From an optimization exercise on the open Yosys and OpenROAD flow, aimed at small area; shortcuts taken in it are not production practice.

==> branch tundra: inputs <==
## ALU
module ALU (
    input Clk,
    input Reset,
    input [7:0] operand_A, operand_B,
    input [3:0] Sel,
    output [7:0] Out,
    output [3:0] Flag);
export LEC_CHECK = 0
export ABC_AREA = 0
export CAP_MARGIN = 20
export CORE_MARGIN = 2
export CORE_UTILIZATION = 45
export CTS_BUF_LIST = sky130_fd_sc_hd__clkbuf_4
export CTS_CLUSTER_SIZE = 20
export GPL_TIMING_DRIVEN = 0
export SLEW_MARGIN = 20
export SYNTH_HIERARCHICAL = 1
export SYNTH_MINIMUM_KEEP_SIZE = 0
create_clock -name core_clock -period 13.5 [get_ports {Clk}]
standard.sh (not shown) runs the stock make flow with config.mk's settings and CLKGATE_MAP_FILE= SYNTH_SCRIPT=/design/flow/synth_recipe.tcl, a recipe that flattens the netlist after the stock synthesis.
==> flow/flow/run.sh <==
#!/bin/bash
set -euo pipefail
export POST_SYNTH_TCL="$(pwd)/flow/downsize.tcl"
export BUFFER_PORTS_ARGS="-buffer_cell sky130_fd_sc_hd__buf_1"
export RECOVER_POWER=100
SETUP_SLACK_MARGIN=0.5 bash standard.sh cts > standard_to_cts.log 2>&1
SKIP_INCREMENTAL_REPAIR=1 bash standard.sh > standard.log 2>&1
==> flow/flow/downsize.tcl <==
# POST_SYNTH hook: set every combinational cell of the synthesized netlist to
# the smallest-area drive strength of the same cell (the same name up to the
# _N drive suffix), so that ABC's drive choices, made without placement or
# real loads, do not stay in the layout. The flow's own repair_design and
# repair_timing then upsize only the cells that timing, slew or load need.
set ::ds_dont_use {}
if {[info exists ::env(DONT_USE_CELLS)]} { set ::ds_dont_use $::env(DONT_USE_CELLS) }
proc ds_dont_use {name} {
  foreach pat $::ds_dont_use { if {[string match $pat $name]} { return 1 } }
  return 0
}
set db [ord::get_db]
# smallest master for each base name: lowest area, then highest drive number
array set best {}
foreach lib [$db getLibs] {
  foreach m [$lib getMasters] {
    set n [$m getName]
    if {![regexp {^(sky130_fd_sc_hd__[a-z0-9]+(?:_[a-z0-9]+)*?)_([0-9]+)$} $n -> base drv]} { continue }
    if {[ds_dont_use $n]} { continue }
    set a [expr {[$m getWidth] * [$m getHeight]}]
    if {![info exists best($base)]} {
      set best($base) [list $a $drv $m]
    } else {
      lassign $best($base) ba bd bm
      if {$a < $ba || ($a == $ba && $drv > $bd)} { set best($base) [list $a $drv $m] }
    }
  }
}
set block [ord::get_db_block]
set swapped 0
foreach inst [$block getInsts] {
  set m [$inst getMaster]
  set n [$m getName]
  # registers keep the cell synthesis gave them
  if {[string match "sky130_fd_sc_hd__df*" $n] || [string match "sky130_fd_sc_hd__dl*" $n] || [string match "sky130_fd_sc_hd__sdf*" $n] || [string match "sky130_fd_sc_hd__edf*" $n]} { continue }
  if {![regexp {^(sky130_fd_sc_hd__[a-z0-9]+(?:_[a-z0-9]+)*?)_([0-9]+)$} $n -> base drv]} { continue }
  if {![info exists best($base)]} { continue }
  set bm [lindex $best($base) 2]
  if {[$bm getName] ne $n} {
    puts "downsize [$inst getName] $n -> [$bm getName]"
    $inst swapMaster $bm
    incr swapped
  }
}
puts "downsize: $swapped cells set to their smallest drive strength"
==> branch garnet: changes against branch tundra <==
--- a/flow/design.v
+++ b/flow/design.v
@@ -31,19 +31,17 @@
                 ALU_xnor u_x (.a(Yi[k]), .b(sub), .y(Yx[k]));
                 assign Yn[k] = ~Yx[k];
             end
         end
     endgenerate
     wire [7:0] Y = ~Yi;
-    wire [7:0] hz, qz;
+    wire [7:0] hz;
     assign hz[0] = 1'b1;
-    assign qz[0] = s_quo;
     generate
         for (g = 1; g < 8; g = g + 1) begin : g_hz
-            assign hz[g] = ~|B[7:8-g];
-            assign qz[g] = (s_div && hz[g]) || (s_shr && B[2:0] < 8 - g);
+            assign hz[g] = &Yi[7:8-g];
         end
     endgenerate
     wire b_lo;                               
     ALU_nor5 u_blo (.a(B[7:3]), .y(b_lo));
     wire kill;
     ALU_kill u_kl (.s_mul(s_mul), .s_shr(s_shr), .b_lo(b_lo), .kill(kill));
@@ -60,13 +58,13 @@
     wire r7_x0_n;
     wire r7_b0_pn, r7_b0_gn;
     ALU_pgo r7_b0_pg (.x(xs[7]), .y(Yx[0]), .pn(r7_b0_pn), .gn(r7_b0_gn));
     ALU_co  r7_b0_c (.pn(r7_b0_pn), .gn(r7_b0_gn), .cn(subn), .c(r7_c1));
     ALU_sel0_nn r7_b0_s (.x(xs[7]), .t(Y[0]), .e(r7_e_n), .xo(r7_x0_n));
     assign co[7] = r7_c1;
-    ALU_en_n r7_en (.s_mul(s_mul), .a(A[7]), .qz(qz[7]), .co(r7_c1), .en_n(r7_e_n));
+    ALU_en_n r7_en (.s_mul(s_mul), .a(A[7]), .s_quo(s_quo), .hz(hz[7]), .co(r7_c1), .en_n(r7_e_n));
     assign q[7] = ~r7_e_n;
     wire r6_e_n, r6_c1, r6_c2;
     wire r6_x0_n;
     wire r6_b0_pn, r6_b0_gn;
     ALU_pgo r6_b0_pg (.x(xs[6]), .y(Yx[0]), .pn(r6_b0_pn), .gn(r6_b0_gn));
     ALU_co  r6_b0_c (.pn(r6_b0_pn), .gn(r6_b0_gn), .cn(subn), .c(r6_c1));
@@ -74,13 +72,13 @@
     wire r6_x1_n;
     wire r6_b1_pn, r6_b1_gn;
     ALU_pgo r6_b1_pg (.x(Yx[1]), .y(r6_c1), .pn(r6_b1_pn), .gn(r6_b1_gn));
     ALU_co  r6_b1_c (.pn(r6_b1_pn), .gn(r6_b1_gn), .cn(r7_x0_n), .c(r6_c2));
     ALU_sel_nttnn r6_b1_s (.x(r7_x0_n), .y(Yx[1]), .c(r6_c1), .e(r6_e_n), .xo(r6_x1_n));
     assign co[6] = r6_c2;
-    ALU_en_n r6_en (.s_mul(s_mul), .a(A[6]), .qz(qz[6]), .co(r6_c2), .en_n(r6_e_n));
+    ALU_en_n r6_en (.s_mul(s_mul), .a(A[6]), .s_quo(s_quo), .hz(hz[6]), .co(r6_c2), .en_n(r6_e_n));
     assign q[6] = ~r6_e_n;
     wire r5_e, r5_c1, r5_c2, r5_c3_n;
     wire r5_x0_n;
     wire r5_b0_pn, r5_b0_gn;
     ALU_pgo r5_b0_pg (.x(xs[5]), .y(Yx[0]), .pn(r5_b0_pn), .gn(r5_b0_gn));
     ALU_co  r5_b0_c (.pn(r5_b0_pn), .gn(r5_b0_gn), .cn(subn), .c(r5_c1));
@@ -93,13 +91,13 @@
     wire r5_x2;
     wire r5_b2_p, r5_b2_g;
     ALU_pge r5_b2_pg (.xn(r6_x1_n), .yn(Yn[2]), .p(r5_b2_p), .g(r5_b2_g));
     ALU_sel_nnttt r5_b2_s (.x(r6_x1_n), .y(Yn[2]), .c(r5_c2), .e(r5_e), .xo(r5_x2));
     ALU_ce  r5_b2_c (.p(r5_b2_p), .g(r5_b2_g), .c(r5_c2), .cn(r5_c3_n));
     assign co[5] = ~r5_c3_n;
-    ALU_en_t r5_en (.s_mul(s_mul), .a(A[5]), .qz(qz[5]), .con(r5_c3_n), .en(r5_e));
+    ALU_en_t r5_en (.s_mul(s_mul), .a(A[5]), .s_quo(s_quo), .hz(hz[5]), .con(r5_c3_n), .en(r5_e));
     assign q[5] = r5_e;
     wire r4_e_n, r4_c1, r4_c2, r4_c3_n, r4_c4;
     wire r4_x0_n;
     wire r4_b0_pn, r4_b0_gn;
     ALU_pgo r4_b0_pg (.x(xs[4]), .y(Yx[0]), .pn(r4_b0_pn), .gn(r4_b0_gn));
     ALU_co  r4_b0_c (.pn(r4_b0_pn), .gn(r4_b0_gn), .cn(subn), .c(r4_c1));
@@ -117,13 +115,13 @@
     wire r4_x3_n;
     wire r4_b3_pn, r4_b3_gn;
     ALU_pgo r4_b3_pg (.x(r5_x2), .y(Yx[3]), .pn(r4_b3_pn), .gn(r4_b3_gn));
     ALU_sel_ttnnn r4_b3_s (.x(r5_x2), .y(Yx[3]), .c(r4_c3_n), .e(r4_e_n), .xo(r4_x3_n));
     ALU_co  r4_b3_c (.pn(r4_b3_pn), .gn(r4_b3_gn), .cn(r4_c3_n), .c(r4_c4));
     assign co[4] = r4_c4;
-    ALU_en_n r4_en (.s_mul(s_mul), .a(A[4]), .qz(qz[4]), .co(r4_c4), .en_n(r4_e_n));
+    ALU_en_n r4_en (.s_mul(s_mul), .a(A[4]), .s_quo(s_quo), .hz(hz[4]), .co(r4_c4), .en_n(r4_e_n));
     assign q[4] = ~r4_e_n;
     wire r3_e, r3_c1, r3_c2, r3_c3_n, r3_c4, r3_c5_n;
     wire r3_x0_n;
     wire r3_b0_pn, r3_b0_gn;
     ALU_pgo r3_b0_pg (.x(xs[3]), .y(Yx[0]), .pn(r3_b0_pn), .gn(r3_b0_gn));
     ALU_co  r3_b0_c (.pn(r3_b0_pn), .gn(r3_b0_gn), .cn(subn), .c(r3_c1));
@@ -146,13 +144,13 @@
     wire r3_x4;
     wire r3_b4_p, r3_b4_g;
     ALU_pge r3_b4_pg (.xn(r4_x3_n), .yn(Yn[4]), .p(r3_b4_p), .g(r3_b4_g));
     ALU_sel_nnttt r3_b4_s (.x(r4_x3_n), .y(Yn[4]), .c(r3_c4), .e(r3_e), .xo(r3_x4));
     ALU_ce  r3_b4_c (.p(r3_b4_p), .g(r3_b4_g), .c(r3_c4), .cn(r3_c5_n));
     assign co[3] = ~r3_c5_n;
-    ALU_en_t r3_en (.s_mul(s_mul), .a(A[3]), .qz(qz[3]), .con(r3_c5_n), .en(r3_e));
+    ALU_en_t r3_en (.s_mul(s_mul), .a(A[3]), .s_quo(s_quo), .hz(hz[3]), .con(r3_c5_n), .en(r3_e));
     assign q[3] = r3_e;
     wire r2_e_n, r2_c1, r2_c2, r2_c3_n, r2_c4, r2_c5_n, r2_c6;
     wire r2_x0_n;
     wire r2_b0_pn, r2_b0_gn;
     ALU_pgo r2_b0_pg (.x(xs[2]), .y(Yx[0]), .pn(r2_b0_pn), .gn(r2_b0_gn));
     ALU_co  r2_b0_c (.pn(r2_b0_pn), .gn(r2_b0_gn), .cn(subn), .c(r2_c1));
@@ -180,13 +178,13 @@
     wire r2_x5_n;
     wire r2_b5_pn, r2_b5_gn;
     ALU_pgo r2_b5_pg (.x(r3_x4), .y(Yx[5]), .pn(r2_b5_pn), .gn(r2_b5_gn));
     ALU_sel_ttnnn r2_b5_s (.x(r3_x4), .y(Yx[5]), .c(r2_c5_n), .e(r2_e_n), .xo(r2_x5_n));
     ALU_co  r2_b5_c (.pn(r2_b5_pn), .gn(r2_b5_gn), .cn(r2_c5_n), .c(r2_c6));
     assign co[2] = r2_c6;
-    ALU_en_n r2_en (.s_mul(s_mul), .a(A[2]), .qz(qz[2]), .co(r2_c6), .en_n(r2_e_n));
+    ALU_en_n r2_en (.s_mul(s_mul), .a(A[2]), .s_quo(s_quo), .hz(hz[2]), .co(r2_c6), .en_n(r2_e_n));
     assign q[2] = ~r2_e_n;
     wire r1_e, r1_c1, r1_c2, r1_c3_n, r1_c4, r1_c5_n, r1_c6, r1_c7_n;
     wire r1_x0_n;
     wire r1_b0_pn, r1_b0_gn;
     ALU_pgo r1_b0_pg (.x(xs[1]), .y(Yx[0]), .pn(r1_b0_pn), .gn(r1_b0_gn));
     ALU_co  r1_b0_c (.pn(r1_b0_pn), .gn(r1_b0_gn), .cn(subn), .c(r1_c1));
@@ -219,13 +217,13 @@
     wire r1_x6;
     wire r1_b6_p, r1_b6_g;
     ALU_pge r1_b6_pg (.xn(r2_x5_n), .yn(Yn[6]), .p(r1_b6_p), .g(r1_b6_g));
     ALU_sel_nnttt r1_b6_s (.x(r2_x5_n), .y(Yn[6]), .c(r1_c6), .e(r1_e), .xo(r1_x6));
     ALU_ce  r1_b6_c (.p(r1_b6_p), .g(r1_b6_g), .c(r1_c6), .cn(r1_c7_n));
     assign co[1] = ~r1_c7_n;
-    ALU_en_t r1_en (.s_mul(s_mul), .a(A[1]), .qz(qz[1]), .con(r1_c7_n), .en(r1_e));
+    ALU_en_t r1_en (.s_mul(s_mul), .a(A[1]), .s_quo(s_quo), .hz(hz[1]), .con(r1_c7_n), .en(r1_e));
     assign q[1] = r1_e;
     wire r0_e, r0_c1, r0_c2, r0_c3_n, r0_c4, r0_c5_n, r0_c6, r0_c7_n, r0_c8;
     wire r0_b0_pn, r0_b0_gn;
     ALU_pgo r0_b0_pg (.x(xs[0]), .y(Yx[0]), .pn(r0_b0_pn), .gn(r0_b0_gn));
     ALU_co  r0_b0_c (.pn(r0_b0_pn), .gn(r0_b0_gn), .cn(subn), .c(r0_c1));
     ALU_sel0_tt r0_b0_s (.x(xs[0]), .t(Y[0]), .e(r0_e), .xo(X0[0]));
@@ -258,14 +256,14 @@
     ALU_sel_ttntt r0_b7_s (.x(r1_x6), .y(Yx[7]), .c(r0_c7_n), .e(r0_e), .xo(X0[7]));
     ALU_co  r0_b7_c (.pn(r0_b7_pn), .gn(r0_b7_gn), .cn(r0_c7_n), .c(r0_c8));
     assign co[0] = r0_c8;
     assign r0_e = ~s_mul | A[0];      
     assign q[0] = co[0];
     wire [7:1] ovn;
-    ALU_ovn_n r1_ov (.a(A[1]), .con(r1_c7_n), .hz(hz[1]), .ovn(ovn[1]));
-    ALU_ovn   r2_ov (.a(A[2]), .co(r2_c6), .hz(hz[2]), .ovn(ovn[2]));
+    ALU_ovh   r1_ov (.a(A[1]), .hz(hz[1]), .ovn(ovn[1]));
+    ALU_ovh   r2_ov (.a(A[2]), .hz(hz[2]), .ovn(ovn[2]));
     ALU_ovn_n r3_ov (.a(A[3]), .con(r3_c5_n), .hz(hz[3]), .ovn(ovn[3]));
     ALU_ovn   r4_ov (.a(A[4]), .co(r4_c4), .hz(hz[4]), .ovn(ovn[4]));
     ALU_ovn_n r5_ov (.a(A[5]), .con(r5_c3_n), .hz(hz[5]), .ovn(ovn[5]));
     ALU_ovn   r6_ov (.a(A[6]), .co(r6_c2), .hz(hz[6]), .ovn(ovn[6]));
     ALU_ovn   r7_ov (.a(A[7]), .co(r7_c1), .hz(hz[7]), .ovn(ovn[7]));
     wire [8:0] cc;
@@ -291,14 +289,17 @@
     ALU_big u_big (.b(B), .b_lo(b_lo), .big(big));
     ALU_f5 u_f5 (.a(A), .b(B[2:0]), .b_lo(b_lo), .big(big), .f5(f5));
     wire hold_e, sX, sQ, m0, mco;
     ALU_hold u_hold (.s_add(s_add), .s_sub(s_sub), .s_mul(s_mul), .s_div(s_div),
                      .s_shl(s_shl), .s_quo(s_quo), .ge(cc[8]), .mul_ovf_e(mul_ovf_e),
                      .a0(a0), .big(big), .hold(hold_e), .sx(sX), .sq(sQ));
+    wire m1, m2;
     ALU_and u_m0 (.a(s_mul), .b(A[0]), .y(m0));
-    ALU_and u_mco (.a(m0), .b(co[0]), .y(mco));
+    ALU_and u_m1 (.a(s_mul), .b(A[1]), .y(m1));
+    ALU_and u_m2 (.a(s_mul), .b(A[2]), .y(m2));
+    ALU_mco u_mco (.m0(m0), .co0(co[0]), .m1(m1), .co1(co[1]), .m2(m2), .co2(co[2]), .mco(mco));
     wire [7:0] lg;
     generate
         for (k = 0; k < 8; k = k + 1) begin : g_res
             if (k % 2 == 0) begin : g_e
                 ALU_lgb u_l (.p(pa[k]), .g(ga[k]), .T0(T0), .T1(T1), .T3(T3), .y(lg[k]));
             end else begin : g_o
@@ -308,21 +309,20 @@
                          .hold(hold_e), .sx(sX), .sq(sQ), .mco(mco),
                          .y(nResult[k]));
         end
     endgenerate
     wire lz;                         
     ALU_zero8 u_lz (.a(lg), .z(lz));
-    wire f0_e, f2_e, k0;
+    wire f0_e, f2_e;
     ALU_flags u_fl (.s_add(s_add), .s_sub(s_sub), .s_mul(s_mul), .s_div(s_div),
                     .s_shl(s_shl), .s_shr(s_shr), .s_lgc(s_lgc), .ge(cc[8]),
                     .mul_ovf_e(mul_ovf_e), .r0(r0), .a0(a0), .b0(b0), .big(big),
                     .b_lo(b_lo), .f5(f5), .lz(lz), .F(FlagCpy),
                     .f0_e(f0_e), .f1(nFlag[1]), .f2_e(f2_e), .f3(nFlag[3]));
-    ALU_and u_k0 (.a(m0), .b(r0), .y(k0));
-    ALU_late u_f0 (.e(f0_e), .k(k0), .co0(co[0]), .y(nFlag[0]));
-    ALU_late u_f2 (.e(f2_e), .k(m0), .co0(co[0]), .y(nFlag[2]));
+    ALU_late u_f0 (.e(f0_e), .k(r0), .co0(mco), .y(nFlag[0]));
+    ALU_or2 u_f2 (.a(f2_e), .b(mco), .y(nFlag[2]));
     always @(posedge Clk, posedge Reset)
     begin
         if(Reset) begin
             Result <= 8'h00;
             FlagCpy <= 4'b0000;
         end else begin
@@ -342,17 +342,17 @@
 module ALU_ce (input p, g, c, output cn);
     assign cn = ~(g | (p & c));
 endmodule
 module ALU_co (input pn, gn, cn, output c);
     assign c = ~(gn & (pn | cn));
 endmodule
-module ALU_en_t (input s_mul, a, qz, con, output en);
-    assign en = (s_mul & a) | (qz & ~con);
+module ALU_en_t (input s_mul, a, s_quo, hz, con, output en);
+    assign en = (s_mul & a) | (s_quo & hz & ~con);
 endmodule
-module ALU_en_n (input s_mul, a, qz, co, output en_n);
-    assign en_n = ~((s_mul & a) | (qz & co));
+module ALU_en_n (input s_mul, a, s_quo, hz, co, output en_n);
+    assign en_n = ~((s_mul & a) | (s_quo & hz & co));
 endmodule
 module ALU_lgb (input p, g, T0, T1, T3, output y);
     assign y = g ? T3 : (p ? T1 : T0);
 endmodule
 module ALU_lgbn (input pn, gn, T0, T1, T3, output y);
     assign y = ~gn ? T3 : (~pn ? T1 : T0);
@@ -397,12 +397,18 @@
 module ALU_xor (input a, b, output y);
     assign y = a ^ b;
 endmodule
 module ALU_xnor (input a, b, output y);
     assign y = ~(a ^ b);
 endmodule
+module ALU_mco (input m0, co0, m1, co1, m2, co2, output mco);
+    assign mco = (m0 & co0) | (m1 & co1) | (m2 & co2);
+endmodule
+module ALU_or2 (input a, b, output y);
+    assign y = a | b;
+endmodule
 module ALU_and (input a, b, output y);
     assign y = a & b;
 endmodule
 module ALU_andn (input a, b, output y);
     assign y = a & ~b;
 endmodule
==> flow/flow/run.sh (replaced) <==
#!/bin/bash
set -euo pipefail
export POST_SYNTH_TCL="$(pwd)/flow/downsize.tcl"
export BUFFER_PORTS_ARGS="-buffer_cell sky130_fd_sc_hd__buf_1"
export RECOVER_POWER=100
bash standard.sh > standard.log 2>&1
--- a/flow/config.mk
+++ b/flow/config.mk
@@ -9,9 +9,10 @@
 export CAP_MARGIN = 20
 export CORE_MARGIN = 2
 export CORE_UTILIZATION = 45
 export CTS_BUF_LIST = sky130_fd_sc_hd__clkbuf_4
 export CTS_CLUSTER_SIZE = 20
 export GPL_TIMING_DRIVEN = 0
+export SETUP_SLACK_MARGIN = -0.3
 export SLEW_MARGIN = 20
 export SYNTH_HIERARCHICAL = 1
 export SYNTH_MINIMUM_KEEP_SIZE = 0
==> out/metrics.cfg <==
[status]
status=no timing/DRC/antenna violations

[routing]
wl_met2_um=4510
wire_per_inst_um=15.3

[logic_synthesis]
syn_area_um2=2860

[setup_path]
cp_slowest_stage_delay_ns=0.44
path_max_fanout=9

[power]
p_seq_mw=0.0464
leakage_nw=1.47
p_total_mw=0.264

[global_routing]
grt_util_met2_pct=44.7

[final_layout]
fillers=591

That was branch garnet.
==> out/metrics.cfg <==
[power]
leakage_nw=1.34
p_seq_mw=0.0466

[setup_path]
path_max_fanout=22

[routing]
wl_met2_um=4430
wire_per_inst_um=15.1

[status]
status=no timing/DRC/antenna violations

[global_routing]
grt_util_met2_pct=44.6

[final_layout]
fillers=633

That was branch tundra.
No functional check of the RTL was part of any run of this note.

-- afterwards: timing with drivers on the ports --
How much do the figures lean on ideal ports? The routed layouts below were timed once more, with nothing changed but the port constraints.
Step 1 (the two cells are an assumption about what drives the block):
set clk [get_ports {Clk}]
set_driving_cell -lib_cell sky130_fd_sc_hd__clkbuf_16 $clk
set_driving_cell -lib_cell sky130_fd_sc_hd__buf_2 [delete_from_list [all_inputs] $clk]
Step 2 also shifts input and output timing later by t, the mid clock arrival at the registers, as if the neighbouring blocks saw the same clock.
Slacks: no drivers / after step 1 / after step 2; pairs: no drivers / after step 1.
| run | t (ns) | setup slack, ns | slew at the worst register clock pin (ns) |
|---|---|---|---|
| branch tundra | 0.281 | 0.328 / 0.320 / 0.039 | 0.07 / 0.07 |
| branch garnet | 0.285 | 0.349 / 0.349 / 0.064 | 0.06 / 0.06 |
After both steps every run listed still meets setup and hold. For branch tundra, which loses most, drivers alone change the setup slack by -0.008 ns; drivers and shift together by -0.289 ns.
